This is an optimization exercise on Yosys and OpenROAD, whose aim is small area and a short achievable clock period, not a production implementation. The RTL was checked by simulation tests, not by an equivalence proof against the original design.

### flow/config.mk
export PLATFORM = sky130hd
export DESIGN_NAME = divider
export DESIGN_NICKNAME = divider
export VERILOG_FILES = /design/flow/design.v
export SDC_FILE = /design/flow/constraint.sdc
export NUM_CORES = 4
export LEC_CHECK = 0
export CAP_MARGIN = 20
export CORE_MARGIN = 2
export CORE_UTILIZATION = 40
export SLEW_MARGIN = 20
### flow/constraint.sdc
create_clock -name core_clock -period 18.0 [get_ports {clk}]
set_input_delay 3.6000 -clock core_clock [delete_from_list [all_inputs] [get_ports {clk}]]
set_output_delay 3.6000 -clock core_clock [all_outputs]
set_load 0.01 [all_outputs]
### flow/design.v
module multiplier (input logic [15:0] x, y, output logic [15:0] p);
  logic b1_1;
  logic b2_2;
  logic bn_3;
  logic pp4;
  logic pp5;
  logic pp6;
  logic pp7;
  logic pp8;
  logic pp9;
  logic pp10;
  logic pp11;
  logic pp12;
  logic pp13;
  logic pp14;
  logic pp15;
  logic pp16;
  logic pp17;
  logic pp18;
  logic pp19;
  logic pp20;
  logic pp21;
  logic b1_22;
  logic b2_23;
  logic bn_24;
  logic pp25;
  logic pp26;
  logic pp27;
  logic pp28;
  logic pp29;
  logic pp30;
  logic pp31;
  logic pp32;
  logic pp33;
  logic pp34;
  logic pp35;
  logic pp36;
  logic pp37;
  logic pp38;
  logic pp39;
  logic pp40;
  logic pp41;
  logic pp42;
  logic b1_43;
  logic b2_44;
  logic bn_45;
  logic pp46;
  logic pp47;
  logic pp48;
  logic pp49;
  logic pp50;
  logic pp51;
  logic pp52;
  logic pp53;
  logic pp54;
  logic pp55;
  logic pp56;
  logic pp57;
  logic pp58;
  logic pp59;
  logic pp60;
  logic pp61;
  logic pp62;
  logic pp63;
  logic b1_64;
  logic b2_65;
  logic bn_66;
  logic pp67;
  logic pp68;
  logic pp69;
  logic pp70;
  logic pp71;
  logic pp72;
  logic pp73;
  logic pp74;
  logic pp75;
  logic pp76;
  logic pp77;
  logic pp78;
  logic pp79;
  logic pp80;
  logic pp81;
  logic pp82;
  logic pp83;
  logic pp84;
  logic b1_85;
  logic b2_86;
  logic bn_87;
  logic pp88;
  logic pp89;
  logic pp90;
  logic pp91;
  logic pp92;
  logic pp93;
  logic pp94;
  logic pp95;
  logic pp96;
  logic pp97;
  logic pp98;
  logic pp99;
  logic pp100;
  logic pp101;
  logic pp102;
  logic pp103;
  logic pp104;
  logic pp105;
  logic b1_106;
  logic b2_107;
  logic bn_108;
  logic pp109;
  logic pp110;
  logic pp111;
  logic pp112;
  logic pp113;
  logic pp114;
  logic pp115;
  logic pp116;
  logic pp117;
  logic pp118;
  logic pp119;
  logic pp120;
  logic pp121;
  logic pp122;
  logic pp123;
  logic pp124;
  logic pp125;
  logic pp126;
  logic b1_127;
  logic b2_128;
  logic bn_129;
  logic pp130;
  logic pp131;
  logic pp132;
  logic pp133;
  logic pp134;
  logic pp135;
  logic pp136;
  logic pp137;
  logic pp138;
  logic pp139;
  logic pp140;
  logic pp141;
  logic pp142;
  logic pp143;
  logic pp144;
  logic pp145;
  logic pp146;
  logic pp147;
  logic b1_148;
  logic b2_149;
  logic bn_150;
  logic pp151;
  logic pp152;
  logic pp153;
  logic pp154;
  logic pp155;
  logic pp156;
  logic pp157;
  logic pp158;
  logic pp159;
  logic pp160;
  logic pp161;
  logic pp162;
  logic pp163;
  logic pp164;
  logic pp165;
  logic pp166;
  logic pp167;
  logic pp168;
  logic pp169;
  logic pp170;
  logic pp171;
  logic pp172;
  logic pp173;
  logic pp174;
  logic pp175;
  logic pp176;
  logic pp177;
  logic pp178;
  logic pp179;
  logic pp180;
  logic pp181;
  logic pp182;
  logic pp183;
  logic pp184;
  logic s185;
  logic c186;
  logic s187;
  logic c188;
  logic s189;
  logic c190;
  logic s191;
  logic c192;
  logic s193;
  logic c194;
  logic s195;
  logic c196;
  logic s197;
  logic c198;
  logic s199;
  logic c200;
  logic s201;
  logic c202;
  logic s203;
  logic c204;
  logic s205;
  logic c206;
  logic s207;
  logic c208;
  logic s209;
  logic c210;
  logic s211;
  logic c212;
  logic s213;
  logic c214;
  logic s215;
  logic c216;
  logic s217;
  logic c218;
  logic s219;
  logic c220;
  logic s221;
  logic c222;
  logic s223;
  logic c224;
  logic s225;
  logic c226;
  logic s227;
  logic c228;
  logic s229;
  logic c230;
  logic s231;
  logic c232;
  logic s233;
  logic c234;
  logic s235;
  logic c236;
  logic s237;
  logic c238;
  logic s239;
  logic c240;
  logic s241;
  logic c242;
  logic s243;
  logic c244;
  logic s245;
  logic c246;
  logic s247;
  logic c248;
  logic s249;
  logic c250;
  logic s251;
  logic c252;
  logic s253;
  logic c254;
  logic s255;
  logic c256;
  logic s257;
  logic c258;
  logic s259;
  logic c260;
  logic s261;
  logic c262;
  logic s263;
  logic c264;
  logic s265;
  logic c266;
  logic s267;
  logic c268;
  logic s269;
  logic c270;
  logic s271;
  logic c272;
  logic s273;
  logic c274;
  logic s275;
  logic c276;
  logic s277;
  logic c278;
  logic s279;
  logic c280;
  logic s281;
  logic c282;
  logic s283;
  logic c284;
  logic s285;
  logic c286;
  logic s287;
  logic c288;
  logic s289;
  logic c290;
  logic s291;
  logic c292;
  logic s293;
  logic c294;
  logic s295;
  logic c296;
  logic s297;
  logic c298;
  logic s299;
  logic c300;
  logic s301;
  logic c302;
  logic s303;
  logic c304;
  logic s305;
  logic c306;
  logic s307;
  logic c308;
  logic s309;
  logic c310;
  logic s311;
  logic c312;
  logic s313;
  logic c314;
  logic s315;
  logic c316;
  logic s317;
  logic c318;
  logic s319;
  logic c320;
  logic s321;
  logic c322;
  logic s323;
  logic c324;
  logic s325;
  logic c326;
  logic s327;
  logic c328;
  logic s329;
  logic c330;
  logic s331;
  logic c332;
  logic s333;
  logic c334;
  logic s335;
  logic c336;
  logic s337;
  logic c338;
  logic s339;
  logic c340;
  logic s341;
  logic c342;
  logic s343;
  logic c344;
  logic s345;
  logic c346;
  logic s347;
  logic c348;
  logic s349;
  logic c350;
  logic s351;
  logic c352;
  logic s353;
  logic c354;
  logic s355;
  logic c356;
  logic s357;
  logic c358;
  logic s359;
  logic c360;
  logic s361;
  logic c362;
  logic s363;
  logic c364;
  logic s365;
  logic c366;
  logic s367;
  logic c368;
  logic s369;
  logic c370;
  logic s371;
  logic c372;
  logic s373;
  logic c374;
  logic s375;
  logic c376;
  logic s377;
  logic c378;
  logic s379;
  logic c380;
  logic s381;
  logic c382;
  logic s383;
  logic c384;
  logic s385;
  logic c386;
  logic s387;
  logic c388;
  logic s389;
  logic c390;
  logic s391;
  logic c392;
  logic s393;
  logic c394;
  logic s395;
  logic c396;
  logic s397;
  logic c398;
  logic s399;
  logic c400;
  logic s401;
  logic c402;
  logic s403;
  logic c404;
  logic s405;
  logic c406;
  logic s407;
  logic c408;
  logic s409;
  logic c410;
  logic s411;
  logic c412;
  logic s413;
  logic c414;
  logic s415;
  logic c416;
  logic s417;
  logic c418;
  logic s419;
  logic c420;
  logic s421;
  logic c422;
  logic s423;
  logic c424;
  logic s425;
  logic c426;
  logic s427;
  logic c428;
  logic s429;
  logic c430;
  logic s431;
  logic c432;
  logic s433;
  logic c434;
  logic s435;
  logic c436;
  logic s437;
  logic c438;
  logic s439;
  logic c440;
  logic s441;
  logic c442;
  logic s443;
  logic c444;
  logic s445;
  logic c446;
  logic s447;
  logic c448;
  logic s449;
  logic c450;
  logic s451;
  logic c452;
  assign b1_1 = y[0] ^ 1'b0;
  assign b2_2 = (y[1] & ~y[0] & ~1'b0) | (~y[1] & y[0] & 1'b0);
  assign bn_3 = y[1];
  assign pp4 = ((b1_1 & x[0]) | (b2_2 & 1'b0)) ^ bn_3;
  assign pp5 = ((b1_1 & x[1]) | (b2_2 & x[0])) ^ bn_3;
  assign pp6 = ((b1_1 & x[2]) | (b2_2 & x[1])) ^ bn_3;
  assign pp7 = ((b1_1 & x[3]) | (b2_2 & x[2])) ^ bn_3;
  assign pp8 = ((b1_1 & x[4]) | (b2_2 & x[3])) ^ bn_3;
  assign pp9 = ((b1_1 & x[5]) | (b2_2 & x[4])) ^ bn_3;
  assign pp10 = ((b1_1 & x[6]) | (b2_2 & x[5])) ^ bn_3;
  assign pp11 = ((b1_1 & x[7]) | (b2_2 & x[6])) ^ bn_3;
  assign pp12 = ((b1_1 & x[8]) | (b2_2 & x[7])) ^ bn_3;
  assign pp13 = ((b1_1 & x[9]) | (b2_2 & x[8])) ^ bn_3;
  assign pp14 = ((b1_1 & x[10]) | (b2_2 & x[9])) ^ bn_3;
  assign pp15 = ((b1_1 & x[11]) | (b2_2 & x[10])) ^ bn_3;
  assign pp16 = ((b1_1 & x[12]) | (b2_2 & x[11])) ^ bn_3;
  assign pp17 = ((b1_1 & x[13]) | (b2_2 & x[12])) ^ bn_3;
  assign pp18 = ((b1_1 & x[14]) | (b2_2 & x[13])) ^ bn_3;
  assign pp19 = ((b1_1 & x[15]) | (b2_2 & x[14])) ^ bn_3;
  assign pp20 = ((b1_1 & 1'b0) | (b2_2 & x[15])) ^ bn_3;
  assign pp21 = ~bn_3;
  assign b1_22 = y[2] ^ y[1];
  assign b2_23 = (y[3] & ~y[2] & ~y[1]) | (~y[3] & y[2] & y[1]);
  assign bn_24 = y[3];
  assign pp25 = ((b1_22 & x[0]) | (b2_23 & 1'b0)) ^ bn_24;
  assign pp26 = ((b1_22 & x[1]) | (b2_23 & x[0])) ^ bn_24;
  assign pp27 = ((b1_22 & x[2]) | (b2_23 & x[1])) ^ bn_24;
  assign pp28 = ((b1_22 & x[3]) | (b2_23 & x[2])) ^ bn_24;
  assign pp29 = ((b1_22 & x[4]) | (b2_23 & x[3])) ^ bn_24;
  assign pp30 = ((b1_22 & x[5]) | (b2_23 & x[4])) ^ bn_24;
  assign pp31 = ((b1_22 & x[6]) | (b2_23 & x[5])) ^ bn_24;
  assign pp32 = ((b1_22 & x[7]) | (b2_23 & x[6])) ^ bn_24;
  assign pp33 = ((b1_22 & x[8]) | (b2_23 & x[7])) ^ bn_24;
  assign pp34 = ((b1_22 & x[9]) | (b2_23 & x[8])) ^ bn_24;
  assign pp35 = ((b1_22 & x[10]) | (b2_23 & x[9])) ^ bn_24;
  assign pp36 = ((b1_22 & x[11]) | (b2_23 & x[10])) ^ bn_24;
  assign pp37 = ((b1_22 & x[12]) | (b2_23 & x[11])) ^ bn_24;
  assign pp38 = ((b1_22 & x[13]) | (b2_23 & x[12])) ^ bn_24;
  assign pp39 = ((b1_22 & x[14]) | (b2_23 & x[13])) ^ bn_24;
  assign pp40 = ((b1_22 & x[15]) | (b2_23 & x[14])) ^ bn_24;
  assign pp41 = ((b1_22 & 1'b0) | (b2_23 & x[15])) ^ bn_24;
  assign pp42 = ~bn_24;
  assign b1_43 = y[4] ^ y[3];
  assign b2_44 = (y[5] & ~y[4] & ~y[3]) | (~y[5] & y[4] & y[3]);
  assign bn_45 = y[5];
  assign pp46 = ((b1_43 & x[0]) | (b2_44 & 1'b0)) ^ bn_45;
  assign pp47 = ((b1_43 & x[1]) | (b2_44 & x[0])) ^ bn_45;
  assign pp48 = ((b1_43 & x[2]) | (b2_44 & x[1])) ^ bn_45;
  assign pp49 = ((b1_43 & x[3]) | (b2_44 & x[2])) ^ bn_45;
  assign pp50 = ((b1_43 & x[4]) | (b2_44 & x[3])) ^ bn_45;
  assign pp51 = ((b1_43 & x[5]) | (b2_44 & x[4])) ^ bn_45;
  assign pp52 = ((b1_43 & x[6]) | (b2_44 & x[5])) ^ bn_45;
  assign pp53 = ((b1_43 & x[7]) | (b2_44 & x[6])) ^ bn_45;
  assign pp54 = ((b1_43 & x[8]) | (b2_44 & x[7])) ^ bn_45;
  assign pp55 = ((b1_43 & x[9]) | (b2_44 & x[8])) ^ bn_45;
  assign pp56 = ((b1_43 & x[10]) | (b2_44 & x[9])) ^ bn_45;
  assign pp57 = ((b1_43 & x[11]) | (b2_44 & x[10])) ^ bn_45;
  assign pp58 = ((b1_43 & x[12]) | (b2_44 & x[11])) ^ bn_45;
  assign pp59 = ((b1_43 & x[13]) | (b2_44 & x[12])) ^ bn_45;
  assign pp60 = ((b1_43 & x[14]) | (b2_44 & x[13])) ^ bn_45;
  assign pp61 = ((b1_43 & x[15]) | (b2_44 & x[14])) ^ bn_45;
  assign pp62 = ((b1_43 & 1'b0) | (b2_44 & x[15])) ^ bn_45;
  assign pp63 = ~bn_45;
  assign b1_64 = y[6] ^ y[5];
  assign b2_65 = (y[7] & ~y[6] & ~y[5]) | (~y[7] & y[6] & y[5]);
  assign bn_66 = y[7];
  assign pp67 = ((b1_64 & x[0]) | (b2_65 & 1'b0)) ^ bn_66;
  assign pp68 = ((b1_64 & x[1]) | (b2_65 & x[0])) ^ bn_66;
  assign pp69 = ((b1_64 & x[2]) | (b2_65 & x[1])) ^ bn_66;
  assign pp70 = ((b1_64 & x[3]) | (b2_65 & x[2])) ^ bn_66;
  assign pp71 = ((b1_64 & x[4]) | (b2_65 & x[3])) ^ bn_66;
  assign pp72 = ((b1_64 & x[5]) | (b2_65 & x[4])) ^ bn_66;
  assign pp73 = ((b1_64 & x[6]) | (b2_65 & x[5])) ^ bn_66;
  assign pp74 = ((b1_64 & x[7]) | (b2_65 & x[6])) ^ bn_66;
  assign pp75 = ((b1_64 & x[8]) | (b2_65 & x[7])) ^ bn_66;
  assign pp76 = ((b1_64 & x[9]) | (b2_65 & x[8])) ^ bn_66;
  assign pp77 = ((b1_64 & x[10]) | (b2_65 & x[9])) ^ bn_66;
  assign pp78 = ((b1_64 & x[11]) | (b2_65 & x[10])) ^ bn_66;
  assign pp79 = ((b1_64 & x[12]) | (b2_65 & x[11])) ^ bn_66;
  assign pp80 = ((b1_64 & x[13]) | (b2_65 & x[12])) ^ bn_66;
  assign pp81 = ((b1_64 & x[14]) | (b2_65 & x[13])) ^ bn_66;
  assign pp82 = ((b1_64 & x[15]) | (b2_65 & x[14])) ^ bn_66;
  assign pp83 = ((b1_64 & 1'b0) | (b2_65 & x[15])) ^ bn_66;
  assign pp84 = ~bn_66;
  assign b1_85 = y[8] ^ y[7];
  assign b2_86 = (y[9] & ~y[8] & ~y[7]) | (~y[9] & y[8] & y[7]);
  assign bn_87 = y[9];
  assign pp88 = ((b1_85 & x[0]) | (b2_86 & 1'b0)) ^ bn_87;
  assign pp89 = ((b1_85 & x[1]) | (b2_86 & x[0])) ^ bn_87;
  assign pp90 = ((b1_85 & x[2]) | (b2_86 & x[1])) ^ bn_87;
  assign pp91 = ((b1_85 & x[3]) | (b2_86 & x[2])) ^ bn_87;
  assign pp92 = ((b1_85 & x[4]) | (b2_86 & x[3])) ^ bn_87;
  assign pp93 = ((b1_85 & x[5]) | (b2_86 & x[4])) ^ bn_87;
  assign pp94 = ((b1_85 & x[6]) | (b2_86 & x[5])) ^ bn_87;
  assign pp95 = ((b1_85 & x[7]) | (b2_86 & x[6])) ^ bn_87;
  assign pp96 = ((b1_85 & x[8]) | (b2_86 & x[7])) ^ bn_87;
  assign pp97 = ((b1_85 & x[9]) | (b2_86 & x[8])) ^ bn_87;
  assign pp98 = ((b1_85 & x[10]) | (b2_86 & x[9])) ^ bn_87;
  assign pp99 = ((b1_85 & x[11]) | (b2_86 & x[10])) ^ bn_87;
  assign pp100 = ((b1_85 & x[12]) | (b2_86 & x[11])) ^ bn_87;
  assign pp101 = ((b1_85 & x[13]) | (b2_86 & x[12])) ^ bn_87;
  assign pp102 = ((b1_85 & x[14]) | (b2_86 & x[13])) ^ bn_87;
  assign pp103 = ((b1_85 & x[15]) | (b2_86 & x[14])) ^ bn_87;
  assign pp104 = ((b1_85 & 1'b0) | (b2_86 & x[15])) ^ bn_87;
  assign pp105 = ~bn_87;
  assign b1_106 = y[10] ^ y[9];
  assign b2_107 = (y[11] & ~y[10] & ~y[9]) | (~y[11] & y[10] & y[9]);
  assign bn_108 = y[11];
  assign pp109 = ((b1_106 & x[0]) | (b2_107 & 1'b0)) ^ bn_108;
  assign pp110 = ((b1_106 & x[1]) | (b2_107 & x[0])) ^ bn_108;
  assign pp111 = ((b1_106 & x[2]) | (b2_107 & x[1])) ^ bn_108;
  assign pp112 = ((b1_106 & x[3]) | (b2_107 & x[2])) ^ bn_108;
  assign pp113 = ((b1_106 & x[4]) | (b2_107 & x[3])) ^ bn_108;
  assign pp114 = ((b1_106 & x[5]) | (b2_107 & x[4])) ^ bn_108;
  assign pp115 = ((b1_106 & x[6]) | (b2_107 & x[5])) ^ bn_108;
  assign pp116 = ((b1_106 & x[7]) | (b2_107 & x[6])) ^ bn_108;
  assign pp117 = ((b1_106 & x[8]) | (b2_107 & x[7])) ^ bn_108;
  assign pp118 = ((b1_106 & x[9]) | (b2_107 & x[8])) ^ bn_108;
  assign pp119 = ((b1_106 & x[10]) | (b2_107 & x[9])) ^ bn_108;
  assign pp120 = ((b1_106 & x[11]) | (b2_107 & x[10])) ^ bn_108;
  assign pp121 = ((b1_106 & x[12]) | (b2_107 & x[11])) ^ bn_108;
  assign pp122 = ((b1_106 & x[13]) | (b2_107 & x[12])) ^ bn_108;
  assign pp123 = ((b1_106 & x[14]) | (b2_107 & x[13])) ^ bn_108;
  assign pp124 = ((b1_106 & x[15]) | (b2_107 & x[14])) ^ bn_108;
  assign pp125 = ((b1_106 & 1'b0) | (b2_107 & x[15])) ^ bn_108;
  assign pp126 = ~bn_108;
  assign b1_127 = y[12] ^ y[11];
  assign b2_128 = (y[13] & ~y[12] & ~y[11]) | (~y[13] & y[12] & y[11]);
  assign bn_129 = y[13];
  assign pp130 = ((b1_127 & x[0]) | (b2_128 & 1'b0)) ^ bn_129;
  assign pp131 = ((b1_127 & x[1]) | (b2_128 & x[0])) ^ bn_129;
  assign pp132 = ((b1_127 & x[2]) | (b2_128 & x[1])) ^ bn_129;
  assign pp133 = ((b1_127 & x[3]) | (b2_128 & x[2])) ^ bn_129;
  assign pp134 = ((b1_127 & x[4]) | (b2_128 & x[3])) ^ bn_129;
  assign pp135 = ((b1_127 & x[5]) | (b2_128 & x[4])) ^ bn_129;
  assign pp136 = ((b1_127 & x[6]) | (b2_128 & x[5])) ^ bn_129;
  assign pp137 = ((b1_127 & x[7]) | (b2_128 & x[6])) ^ bn_129;
  assign pp138 = ((b1_127 & x[8]) | (b2_128 & x[7])) ^ bn_129;
  assign pp139 = ((b1_127 & x[9]) | (b2_128 & x[8])) ^ bn_129;
  assign pp140 = ((b1_127 & x[10]) | (b2_128 & x[9])) ^ bn_129;
  assign pp141 = ((b1_127 & x[11]) | (b2_128 & x[10])) ^ bn_129;
  assign pp142 = ((b1_127 & x[12]) | (b2_128 & x[11])) ^ bn_129;
  assign pp143 = ((b1_127 & x[13]) | (b2_128 & x[12])) ^ bn_129;
  assign pp144 = ((b1_127 & x[14]) | (b2_128 & x[13])) ^ bn_129;
  assign pp145 = ((b1_127 & x[15]) | (b2_128 & x[14])) ^ bn_129;
  assign pp146 = ((b1_127 & 1'b0) | (b2_128 & x[15])) ^ bn_129;
  assign pp147 = ~bn_129;
  assign b1_148 = y[14] ^ y[13];
  assign b2_149 = (y[15] & ~y[14] & ~y[13]) | (~y[15] & y[14] & y[13]);
  assign bn_150 = y[15];
  assign pp151 = ((b1_148 & x[0]) | (b2_149 & 1'b0)) ^ bn_150;
  assign pp152 = ((b1_148 & x[1]) | (b2_149 & x[0])) ^ bn_150;
  assign pp153 = ((b1_148 & x[2]) | (b2_149 & x[1])) ^ bn_150;
  assign pp154 = ((b1_148 & x[3]) | (b2_149 & x[2])) ^ bn_150;
  assign pp155 = ((b1_148 & x[4]) | (b2_149 & x[3])) ^ bn_150;
  assign pp156 = ((b1_148 & x[5]) | (b2_149 & x[4])) ^ bn_150;
  assign pp157 = ((b1_148 & x[6]) | (b2_149 & x[5])) ^ bn_150;
  assign pp158 = ((b1_148 & x[7]) | (b2_149 & x[6])) ^ bn_150;
  assign pp159 = ((b1_148 & x[8]) | (b2_149 & x[7])) ^ bn_150;
  assign pp160 = ((b1_148 & x[9]) | (b2_149 & x[8])) ^ bn_150;
  assign pp161 = ((b1_148 & x[10]) | (b2_149 & x[9])) ^ bn_150;
  assign pp162 = ((b1_148 & x[11]) | (b2_149 & x[10])) ^ bn_150;
  assign pp163 = ((b1_148 & x[12]) | (b2_149 & x[11])) ^ bn_150;
  assign pp164 = ((b1_148 & x[13]) | (b2_149 & x[12])) ^ bn_150;
  assign pp165 = ((b1_148 & x[14]) | (b2_149 & x[13])) ^ bn_150;
  assign pp166 = ((b1_148 & x[15]) | (b2_149 & x[14])) ^ bn_150;
  assign pp167 = ((b1_148 & 1'b0) | (b2_149 & x[15])) ^ bn_150;
  assign pp168 = ~bn_150;
  assign pp169 = x[0] & y[15];
  assign pp170 = x[1] & y[15];
  assign pp171 = x[2] & y[15];
  assign pp172 = x[3] & y[15];
  assign pp173 = x[4] & y[15];
  assign pp174 = x[5] & y[15];
  assign pp175 = x[6] & y[15];
  assign pp176 = x[7] & y[15];
  assign pp177 = x[8] & y[15];
  assign pp178 = x[9] & y[15];
  assign pp179 = x[10] & y[15];
  assign pp180 = x[11] & y[15];
  assign pp181 = x[12] & y[15];
  assign pp182 = x[13] & y[15];
  assign pp183 = x[14] & y[15];
  assign pp184 = x[15] & y[15];
  assign s185 = 1'b1 ^ pp170;
  assign c186 = 1'b1 & pp170;
  assign s187 = 1'b1 ^ pp171;
  assign c188 = 1'b1 & pp171;
  assign s189 = bn_108 ^ pp109;
  assign c190 = bn_108 & pp109;
  assign s191 = pp110 ^ pp15;
  assign c192 = pp110 & pp15;
  assign s193 = bn_129 ^ pp111 ^ pp130;
  assign c194 = (bn_129 & pp111) | (bn_129 & pp130) | (pp111 & pp130);
  assign s195 = pp16 ^ pp35;
  assign c196 = pp16 & pp35;
  assign s197 = pp112 ^ pp131 ^ pp17;
  assign c198 = (pp112 & pp131) | (pp112 & pp17) | (pp131 & pp17);
  assign s199 = pp36 ^ pp55;
  assign c200 = pp36 & pp55;
  assign s201 = bn_150 ^ pp113 ^ pp132;
  assign c202 = (bn_150 & pp113) | (bn_150 & pp132) | (pp113 & pp132);
  assign s203 = pp151 ^ pp18 ^ pp37;
  assign c204 = (pp151 & pp18) | (pp151 & pp37) | (pp18 & pp37);
  assign s205 = pp56 ^ pp75;
  assign c206 = pp56 & pp75;
  assign s207 = pp114 ^ pp133 ^ pp152;
  assign c208 = (pp114 & pp133) | (pp114 & pp152) | (pp133 & pp152);
  assign s209 = pp19 ^ pp38 ^ pp57;
  assign c210 = (pp19 & pp38) | (pp19 & pp57) | (pp38 & pp57);
  assign s211 = pp76 ^ pp95;
  assign c212 = pp76 & pp95;
  assign s213 = pp169 ^ pp115 ^ pp134;
  assign c214 = (pp169 & pp115) | (pp169 & pp134) | (pp115 & pp134);
  assign s215 = pp153 ^ pp20 ^ pp39;
  assign c216 = (pp153 & pp20) | (pp153 & pp39) | (pp20 & pp39);
  assign s217 = pp58 ^ pp77 ^ pp96;
  assign c218 = (pp58 & pp77) | (pp58 & pp96) | (pp77 & pp96);
  assign s219 = pp21 ^ s185 ^ pp116;
  assign c220 = (pp21 & s185) | (pp21 & pp116) | (s185 & pp116);
  assign s221 = pp135 ^ pp154 ^ pp40;
  assign c222 = (pp135 & pp154) | (pp135 & pp40) | (pp154 & pp40);
  assign s223 = pp59 ^ pp78 ^ pp97;
  assign c224 = (pp59 & pp78) | (pp59 & pp97) | (pp78 & pp97);
  assign s225 = c186 ^ s187 ^ pp117;
  assign c226 = (c186 & s187) | (c186 & pp117) | (s187 & pp117);
  assign s227 = pp136 ^ pp155 ^ pp41;
  assign c228 = (pp136 & pp155) | (pp136 & pp41) | (pp155 & pp41);
  assign s229 = pp60 ^ pp79 ^ pp98;
  assign c230 = (pp60 & pp79) | (pp60 & pp98) | (pp79 & pp98);
  assign s231 = pp172 ^ pp42 ^ c188;
  assign c232 = (pp172 & pp42) | (pp172 & c188) | (pp42 & c188);
  assign s233 = pp118 ^ pp137 ^ pp156;
  assign c234 = (pp118 & pp137) | (pp118 & pp156) | (pp137 & pp156);
  assign s235 = pp61 ^ pp80 ^ pp99;
  assign c236 = (pp61 & pp80) | (pp61 & pp99) | (pp80 & pp99);
  assign s237 = 1'b1 ^ pp173 ^ pp100;
  assign c238 = (1'b1 & pp173) | (1'b1 & pp100) | (pp173 & pp100);
  assign s239 = pp119 ^ pp138 ^ pp157;
  assign c240 = (pp119 & pp138) | (pp119 & pp157) | (pp138 & pp157);
  assign s241 = pp62 ^ pp81;
  assign c242 = pp62 & pp81;
  assign s243 = pp174 ^ pp63 ^ pp101;
  assign c244 = (pp174 & pp63) | (pp174 & pp101) | (pp63 & pp101);
  assign s245 = pp120 ^ pp139 ^ pp158;
  assign c246 = (pp120 & pp139) | (pp120 & pp158) | (pp139 & pp158);
  assign s247 = 1'b1 ^ pp175 ^ pp102;
  assign c248 = (1'b1 & pp175) | (1'b1 & pp102) | (pp175 & pp102);
  assign s249 = pp121 ^ pp140;
  assign c250 = pp121 & pp140;
  assign s251 = pp176 ^ pp84 ^ pp103;
  assign c252 = (pp176 & pp84) | (pp176 & pp103) | (pp84 & pp103);
  assign s253 = 1'b1 ^ pp177;
  assign c254 = 1'b1 & pp177;
  assign s255 = bn_66 ^ pp10;
  assign c256 = bn_66 & pp10;
  assign s257 = pp11 ^ pp30;
  assign c258 = pp11 & pp30;
  assign s259 = bn_87 ^ pp12 ^ pp31;
  assign c260 = (bn_87 & pp12) | (bn_87 & pp31) | (pp12 & pp31);
  assign s261 = pp50 ^ pp69;
  assign c262 = pp50 & pp69;
  assign s263 = pp13 ^ pp32 ^ pp51;
  assign c264 = (pp13 & pp32) | (pp13 & pp51) | (pp32 & pp51);
  assign s265 = pp70 ^ pp89;
  assign c266 = pp70 & pp89;
  assign s267 = pp14 ^ pp33 ^ pp52;
  assign c268 = (pp14 & pp33) | (pp14 & pp52) | (pp33 & pp52);
  assign s269 = pp71 ^ pp90 ^ s189;
  assign c270 = (pp71 & pp90) | (pp71 & s189) | (pp90 & s189);
  assign s271 = pp34 ^ pp53 ^ pp72;
  assign c272 = (pp34 & pp53) | (pp34 & pp72) | (pp53 & pp72);
  assign s273 = pp91 ^ c190 ^ s191;
  assign c274 = (pp91 & c190) | (pp91 & s191) | (c190 & s191);
  assign s275 = pp54 ^ pp73 ^ pp92;
  assign c276 = (pp54 & pp73) | (pp54 & pp92) | (pp73 & pp92);
  assign s277 = c192 ^ s195 ^ s193;
  assign c278 = (c192 & s195) | (c192 & s193) | (s195 & s193);
  assign s279 = pp74 ^ pp93 ^ c196;
  assign c280 = (pp74 & pp93) | (pp74 & c196) | (pp93 & c196);
  assign s281 = s199 ^ c194 ^ s197;
  assign c282 = (s199 & c194) | (s199 & s197) | (c194 & s197);
  assign s283 = pp94 ^ c200 ^ s205;
  assign c284 = (pp94 & c200) | (pp94 & s205) | (c200 & s205);
  assign s285 = c198 ^ s201 ^ s203;
  assign c286 = (c198 & s201) | (c198 & s203) | (s201 & s203);
  assign s287 = c206 ^ s211 ^ c202;
  assign c288 = (c206 & s211) | (c206 & c202) | (s211 & c202);
  assign s289 = c204 ^ s207 ^ s209;
  assign c290 = (c204 & s207) | (c204 & s209) | (s207 & s209);
  assign s291 = c212 ^ c208 ^ c210;
  assign c292 = (c212 & c208) | (c212 & c210) | (c208 & c210);
  assign s293 = s213 ^ s215 ^ s217;
  assign c294 = (s213 & s215) | (s213 & s217) | (s215 & s217);
  assign s295 = c214 ^ c216 ^ c218;
  assign c296 = (c214 & c216) | (c214 & c218) | (c216 & c218);
  assign s297 = s219 ^ s221 ^ s223;
  assign c298 = (s219 & s221) | (s219 & s223) | (s221 & s223);
  assign s299 = c220 ^ c222 ^ c224;
  assign c300 = (c220 & c222) | (c220 & c224) | (c222 & c224);
  assign s301 = s225 ^ s227 ^ s229;
  assign c302 = (s225 & s227) | (s225 & s229) | (s227 & s229);
  assign s303 = s231 ^ c226 ^ c228;
  assign c304 = (s231 & c226) | (s231 & c228) | (c226 & c228);
  assign s305 = c230 ^ s233 ^ s235;
  assign c306 = (c230 & s233) | (c230 & s235) | (s233 & s235);
  assign s307 = c232 ^ s241 ^ c234;
  assign c308 = (c232 & s241) | (c232 & c234) | (s241 & c234);
  assign s309 = c236 ^ s237 ^ s239;
  assign c310 = (c236 & s237) | (c236 & s239) | (s237 & s239);
  assign s311 = pp82 ^ c242 ^ c238;
  assign c312 = (pp82 & c242) | (pp82 & c238) | (c242 & c238);
  assign s313 = c240 ^ s243 ^ s245;
  assign c314 = (c240 & s243) | (c240 & s245) | (s243 & s245);
  assign s315 = pp159 ^ pp83 ^ s249;
  assign c316 = (pp159 & pp83) | (pp159 & s249) | (pp83 & s249);
  assign s317 = c244 ^ c246 ^ s247;
  assign c318 = (c244 & c246) | (c244 & s247) | (c246 & s247);
  assign s319 = pp122 ^ pp141 ^ pp160;
  assign c320 = (pp122 & pp141) | (pp122 & pp160) | (pp141 & pp160);
  assign s321 = c250 ^ c248 ^ s251;
  assign c322 = (c250 & c248) | (c250 & s251) | (c248 & s251);
  assign s323 = s253 ^ pp104 ^ pp123;
  assign c324 = (s253 & pp104) | (s253 & pp123) | (pp104 & pp123);
  assign s325 = pp142 ^ pp161 ^ c252;
  assign c326 = (pp142 & pp161) | (pp142 & c252) | (pp161 & c252);
  assign s327 = pp178 ^ pp105 ^ c254;
  assign c328 = (pp178 & pp105) | (pp178 & c254) | (pp105 & c254);
  assign s329 = pp124 ^ pp143 ^ pp162;
  assign c330 = (pp124 & pp143) | (pp124 & pp162) | (pp143 & pp162);
  assign s331 = 1'b1 ^ pp179 ^ pp125;
  assign c332 = (1'b1 & pp179) | (1'b1 & pp125) | (pp179 & pp125);
  assign s333 = pp144 ^ pp163;
  assign c334 = pp144 & pp163;
  assign s335 = pp180 ^ pp126 ^ pp145;
  assign c336 = (pp180 & pp126) | (pp180 & pp145) | (pp126 & pp145);
  assign s337 = 1'b1 ^ pp181;
  assign c338 = 1'b1 & pp181;
  assign s339 = bn_45 ^ pp27;
  assign c340 = bn_45 & pp27;
  assign s341 = pp28 ^ pp47;
  assign c342 = pp28 & pp47;
  assign s343 = pp29 ^ pp48 ^ pp67;
  assign c344 = (pp29 & pp48) | (pp29 & pp67) | (pp48 & pp67);
  assign s345 = pp49 ^ pp68 ^ c256;
  assign c346 = (pp49 & pp68) | (pp49 & c256) | (pp68 & c256);
  assign s347 = pp88 ^ c258 ^ s261;
  assign c348 = (pp88 & c258) | (pp88 & s261) | (c258 & s261);
  assign s349 = c262 ^ s265 ^ c260;
  assign c350 = (c262 & s265) | (c262 & c260) | (s265 & c260);
  assign s351 = c266 ^ c264 ^ s267;
  assign c352 = (c266 & c264) | (c266 & s267) | (c264 & s267);
  assign s353 = c268 ^ s271 ^ c270;
  assign c354 = (c268 & s271) | (c268 & c270) | (s271 & c270);
  assign s355 = c272 ^ s275 ^ c274;
  assign c356 = (c272 & s275) | (c272 & c274) | (s275 & c274);
  assign s357 = c276 ^ s279 ^ c278;
  assign c358 = (c276 & s279) | (c276 & c278) | (s279 & c278);
  assign s359 = c280 ^ s283 ^ c282;
  assign c360 = (c280 & s283) | (c280 & c282) | (s283 & c282);
  assign s361 = c284 ^ c286 ^ s287;
  assign c362 = (c284 & c286) | (c284 & s287) | (c286 & s287);
  assign s363 = c288 ^ c290 ^ s291;
  assign c364 = (c288 & c290) | (c288 & s291) | (c290 & s291);
  assign s365 = c292 ^ c294 ^ s295;
  assign c366 = (c292 & c294) | (c292 & s295) | (c294 & s295);
  assign s367 = c296 ^ c298 ^ s299;
  assign c368 = (c296 & c298) | (c296 & s299) | (c298 & s299);
  assign s369 = c300 ^ c302 ^ s303;
  assign c370 = (c300 & c302) | (c300 & s303) | (c302 & s303);
  assign s371 = c304 ^ c306 ^ s307;
  assign c372 = (c304 & c306) | (c304 & s307) | (c306 & s307);
  assign s373 = c308 ^ c310 ^ s311;
  assign c374 = (c308 & c310) | (c308 & s311) | (c310 & s311);
  assign s375 = s315 ^ c312 ^ c314;
  assign c376 = (s315 & c312) | (s315 & c314) | (c312 & c314);
  assign s377 = s319 ^ c316 ^ c318;
  assign c378 = (s319 & c316) | (s319 & c318) | (c316 & c318);
  assign s379 = c320 ^ s323 ^ c322;
  assign c380 = (c320 & s323) | (c320 & c322) | (s323 & c322);
  assign s381 = s327 ^ c324 ^ s329;
  assign c382 = (s327 & c324) | (s327 & s329) | (c324 & s329);
  assign s383 = c328 ^ s333 ^ c330;
  assign c384 = (c328 & s333) | (c328 & c330) | (s333 & c330);
  assign s385 = pp164 ^ c334 ^ c332;
  assign c386 = (pp164 & c334) | (pp164 & c332) | (c334 & c332);
  assign s387 = s337 ^ pp146 ^ pp165;
  assign c388 = (s337 & pp146) | (s337 & pp165) | (pp146 & pp165);
  assign s389 = pp182 ^ pp147 ^ c338;
  assign c390 = (pp182 & pp147) | (pp182 & c338) | (pp147 & c338);
  assign s391 = 1'b1 ^ pp183;
  assign c392 = 1'b1 & pp183;
  assign s393 = bn_24 ^ pp25;
  assign c394 = bn_24 & pp25;
  assign s395 = pp26 ^ pp7;
  assign c396 = pp26 & pp7;
  assign s397 = pp46 ^ pp8 ^ s339;
  assign c398 = (pp46 & pp8) | (pp46 & s339) | (pp8 & s339);
  assign s399 = pp9 ^ c340 ^ s341;
  assign c400 = (pp9 & c340) | (pp9 & s341) | (c340 & s341);
  assign s401 = c342 ^ s255 ^ s343;
  assign c402 = (c342 & s255) | (c342 & s343) | (s255 & s343);
  assign s403 = s257 ^ c344 ^ s345;
  assign c404 = (s257 & c344) | (s257 & s345) | (c344 & s345);
  assign s405 = s259 ^ c346 ^ s347;
  assign c406 = (s259 & c346) | (s259 & s347) | (c346 & s347);
  assign s407 = s263 ^ c348 ^ s349;
  assign c408 = (s263 & c348) | (s263 & s349) | (c348 & s349);
  assign s409 = s269 ^ c350 ^ s351;
  assign c410 = (s269 & c350) | (s269 & s351) | (c350 & s351);
  assign s411 = s273 ^ c352 ^ s353;
  assign c412 = (s273 & c352) | (s273 & s353) | (c352 & s353);
  assign s413 = s277 ^ c354 ^ s355;
  assign c414 = (s277 & c354) | (s277 & s355) | (c354 & s355);
  assign s415 = s281 ^ c356 ^ s357;
  assign c416 = (s281 & c356) | (s281 & s357) | (c356 & s357);
  assign s417 = s285 ^ c358 ^ s359;
  assign c418 = (s285 & c358) | (s285 & s359) | (c358 & s359);
  assign s419 = s289 ^ c360 ^ s361;
  assign c420 = (s289 & c360) | (s289 & s361) | (c360 & s361);
  assign s421 = s293 ^ c362 ^ s363;
  assign c422 = (s293 & c362) | (s293 & s363) | (c362 & s363);
  assign s423 = s297 ^ c364 ^ s365;
  assign c424 = (s297 & c364) | (s297 & s365) | (c364 & s365);
  assign s425 = s301 ^ c366 ^ s367;
  assign c426 = (s301 & c366) | (s301 & s367) | (c366 & s367);
  assign s427 = s305 ^ c368 ^ s369;
  assign c428 = (s305 & c368) | (s305 & s369) | (c368 & s369);
  assign s429 = s309 ^ c370 ^ s371;
  assign c430 = (s309 & c370) | (s309 & s371) | (c370 & s371);
  assign s431 = s313 ^ c372 ^ s373;
  assign c432 = (s313 & c372) | (s313 & s373) | (c372 & s373);
  assign s433 = s317 ^ c374 ^ s375;
  assign c434 = (s317 & c374) | (s317 & s375) | (c374 & s375);
  assign s435 = s321 ^ c376 ^ s377;
  assign c436 = (s321 & c376) | (s321 & s377) | (c376 & s377);
  assign s437 = s325 ^ c378 ^ s379;
  assign c438 = (s325 & c378) | (s325 & s379) | (c378 & s379);
  assign s439 = c326 ^ s381 ^ c380;
  assign c440 = (c326 & s381) | (c326 & c380) | (s381 & c380);
  assign s441 = s331 ^ c382 ^ s383;
  assign c442 = (s331 & c382) | (s331 & s383) | (c382 & s383);
  assign s443 = s335 ^ c384 ^ s385;
  assign c444 = (s335 & c384) | (s335 & s385) | (c384 & s385);
  assign s445 = c336 ^ s387 ^ c386;
  assign c446 = (c336 & s387) | (c336 & c386) | (s387 & c386);
  assign s447 = pp166 ^ s389 ^ c388;
  assign c448 = (pp166 & s389) | (pp166 & c388) | (s389 & c388);
  assign s449 = s391 ^ pp167 ^ c390;
  assign c450 = (s391 & pp167) | (s391 & c390) | (pp167 & c390);
  assign s451 = pp184 ^ pp168 ^ c392;
  assign c452 = (pp184 & pp168) | (pp184 & c392) | (pp168 & c392);
  logic [31:0] ra, rb, sum;
  assign ra = {s451, s449, s447, s445, c442, s441, c438, c436, c434, c432, c430, c428, c426, c424, c422, c420, c418, c416, c414, c412, c410, c408, c406, c404, c402, c400, c398, c396, c394, pp6, pp5, bn_3};
  assign rb = {c450, c448, c446, c444, s443, c440, s439, s437, s435, s433, s431, s429, s427, s425, s423, s421, s419, s417, s415, s413, s411, s409, s407, s405, s403, s401, s399, s397, s395, s393, 1'b0, pp4};
  assign sum = ra + rb;
  assign p = sum[30:15];
endmodule
module divider (input logic [15:0] N,D,IA0,IA1,IA2,IA3,
                input logic clk, reset, kSave, nSave, dSave, kNextSel,
                input logic [1:0] muxSelB,
                output logic [15:0] quotient, remainder);
  logic [15:0] n, d, k, ia, left, right, p;
  logic [31:0] prod;
  always_comb begin
    case (D[14:13])
      2'd0: ia = IA0;
      2'd1: ia = IA1;
      2'd2: ia = IA2;
      default: ia = IA3;
    endcase
    left = kNextSel ? ia : k;
    case (muxSelB)
      2'd0: right = N;
      2'd1: right = D;
      2'd2: right = n;
      default: right = d;
    endcase
  end
  multiplier mult(.x(left), .y(right), .p(p));
  always_ff @(posedge clk) begin
    if (reset) begin
      n <= '0; quotient <= '0; d <= '0; k <= '0;
    end else begin
      if (nSave) begin n <= p; quotient <= n; end
      if (dSave) d <= p;
      if (kSave) k <= ~p;
    end
  end
  assign remainder = 16'b0;
endmodule
### flow/run.sh
#!/bin/bash
# synth_recipe.tcl (not shown) runs the flow's synth.tcl, then flattens the netlist and writes it again
# the make line also repeats each setting of config.mk as NAME=value (left out here)
make -C /OpenROAD-flow-scripts/flow DESIGN_CONFIG=/design/flow/config.mk WORK_HOME=/design/flow/orfs CLKGATE_MAP_FILE= SYNTH_SCRIPT=/design/flow/synth_recipe.tcl finish
==> notes.md <==
-- placed cells by master (no fill, tap or decap), types with 30 or more instances in the layout --
cell type,Yosys,routed
mux2i_1,42,42
nor2_1,67,67
ha_1,49,49
mux4_2,30,30
a21oi_1,38,38
clkdlybuf4s50_1,0,116
fa_1,104,104
xnor2_1,112,112
dfxtp_1,64,64
nand2_1,44,44
inv_1,144,144
a22oi_1,109,109
-- sequential cells by signal, summed over array words and instances, names as in the netlist --
register	flops
quotient	16
k	16
d	16
n	16
-- cell families (layout without fill, tap and decap cells) --
group | Yosys count | count (layout) | share of synthesized area
and+or+nand+nor | 189 | 189 | 0.0876
other | 1 | 16 | 0.000358
xor gates and xnor gates | 132 | 132 | 0.113
muxes | 84 | 84 | 0.117
buffers and inverters | 251 | 303 | 0.101
DFF | 64 | 64 | 0.122
AOI/OAI and AO/OA | 286 | 286 | 0.200
adders and majority gates | 154 | 154 | 0.258
-- how the worst max path moves through the flow --
| stage | startpoint | endpoint | slack, ns | cells past startpoint |
|---|---|---|---|---|
| after floorplan | muxSelB[0] | d[10] | 8.49 | 24 |
| after global placement | muxSelB[0] | d[10] | 6.35 | 20 |
| after detailed placement | muxSelB[0] | d[10] | 6.51 | 21 |
| after CTS | muxSelB[0] | d[10] | 6.86 | 21 |
| after global routing | muxSelB[0] | d[10] | 6.43 | 22 |
| final | muxSelB[0] | d[10] | 6.86 | 22 |
-- final cells by class --
type / instances / area (µm²) / area share
multi-input combinational: 861 / 8210 / 0.676
timing repair buffer: 137 / 1310 / 0.108
sequential: 64 / 1280 / 0.106
inverter: 150 / 571 / 0.0470
tap: 335 / 419 / 0.0345
clock buffer: 9 / 225 / 0.0185
clock inverter: 7 / 128 / 0.0105
-- per-layer routing --
| layer | GRT usage | wire [µm] |
|---|---|---|
| met5 | 0 | 0 |
| met4 | 0.0639 | 875 |
| met3 | 0.0465 | 2160 |
| met2 | 0.393 | 16000 |
| met1 | 0.324 | 14400 |
-- worst min-delay path: cells and delay by family (launching register included) --
kind	cells	cell delay (ns)
AOI/OAI and AO/OA	1	0.06
and+or+nand+nor	1	0.06
DFF	1	0.31
-- per-stage QoR --
stage,utilization,worst slack [ns]
after floorplan,-,8.49
after global placement,0.455,6.35
after detailed placement,0.455,6.51
after CTS,0.469,6.86
after global routing,0.469,6.43
final,0.469,6.86
==> notes.md <==
fmax 89.8 MHz; worst min path class reg -> reg; share of the synthesized area in the top cell type 0.199; Worst Hold Slack 0.473 ns; nets@finish 1480; Avg Cell Area, Syn 9.03 µm²; H-tree Lvls 3; post-CTS resize count 0; width of the die 166 µm; IO buf count 119; TNS Setup 0 ns; worst path cell trace clkdlybuf4s50_1 -> buf_4 -> mux4_2 -> clkinv_1 -> o22ai_1 -> buf_2 -> buf_4 -> a22oi_1 -> xnor2_1 -> fa_1 -> fa_1 -> inv_1 -> fa_1 -> fa_1 -> ha_1 -> nand2_1 -> o21ai_0 -> o21bai_1 -> o2111ai_1 -> o211ai_2 -> o311ai_0 -> o22ai_1; Worst-path clk slew 0.06 ns; post-route ant nets 0; Worst Max-Slew Pin Slew 1.12 ns; first-pass GRT wire length 51.4 mm; post-CTS setup buffers 0; CTS buffer count 9; largest net degree at the start of global routing 74; starting density of the core 0.404; Setup Skew 0.00918 ns; via count 8993; Min-Delay Endpoint d[5]; Fillers 2527; overall routing resource usage 0.240; initial antenna violation count 0; Cell Rows 59; Crit path largest cell delay 0.76 ns; max-cap violations 0; crit path launch type input port; Area Overhead vs Synth 15.9%; DRT Pass-1 Iters 5; final setup violation count 0; R2R depth 20; top post-synthesis cells by area fa_1, dfxtp_1, xnor2_1, a22oi_1, mux4_2; r2r startpoint n[11]; Hold Path Stages 2; Root Buffer Master clkbuf_16; Finished Layout Cells 1563; CTS sink cnt 64; num ports 136; sequential element share of the synthesized area 0.122; routed wire length 33.4 mm; final-report max-slew violation count 0; most common cell in the netlist inv_1; CTS tree built; R2R setup slack 10.56 ns; crit path kind in -> reg; RSZ-0062 raised after global routing false; ys flop type dfxtp_1; Cells after DPL 1547; Final Instance Area 12100 µm²; chip height 166 µm; DR vias/cell 5.75; Detail Placement HPWL 24.7 mm; placer congestion estimate 0.898; die area 27500 µm²; Top delay family on crit path compound AO/OA/AOI/OAI gates; Arrival @ worst endpoint 11.32 ns; Final min period 11.14 ns; n_diodes 0; CP bufs+invs 6; number of enable flip-flop cells after synthesis 0; fraction of layout cells with a size suffix above 1 0.0871; CP max stage cell o311ai_0; Remaining DRCs 0; post-synth top area cell fa_1; Critical Path Fanout Max 17; hold path start d[5]; r2r endpoint d[10]; synth unique cells 81; top cells by count, synth inv_1, xnor2_1, a22oi_1; Post-CTS Hold Fix Bufs 0; vias in the first global route 8852; total gr overflow 0; Final Cycle Share 0.619; async set-reset flop share out of synthesis 0; core area 25900 µm²; First DRT Iteration DRCs 715; CP required 18.18 ns; Post-Synthesis Cell Area 10500 µm²; run status complete, no violations; Cell Area, Placed 11800 µm²; Bufs on Longest Clock Path 2; synthesis-stage register bit count 64; CP Capture Type register; cell count after synthesis 1161; warnings from Yosys 1; most used cell, CP fa_1; Clk Latency, worst-skew pair 0.34 ns; max_slew headroom 0.248; Fin. Hold Viols 0; post-DR wirelength/cell 21.3 µm

static timing again, ports no longer ideal:
No port has a modelled driver above. Below, the same layout with a new extraction and two added sets of constraints.
Step 1 assumes that a clkbuf_16 drives the clock port and a buf_2 every other input.
Step 2 also shifts input and output timing later by t, the mid clock arrival at the registers, as if the neighbouring blocks saw the same clock.
Three values: no drivers, after step 1, after step 2; two values: the first two.
t (ns): 0.364
setup WS [ns]: 6.865 / 6.873 / 6.509
worst slew at a driven data input, ns: 0.06
After both steps setup and hold are still met in this run. For this run, drivers alone change the setup slack by +0.008 ns; drivers and shift together by -0.356 ns.
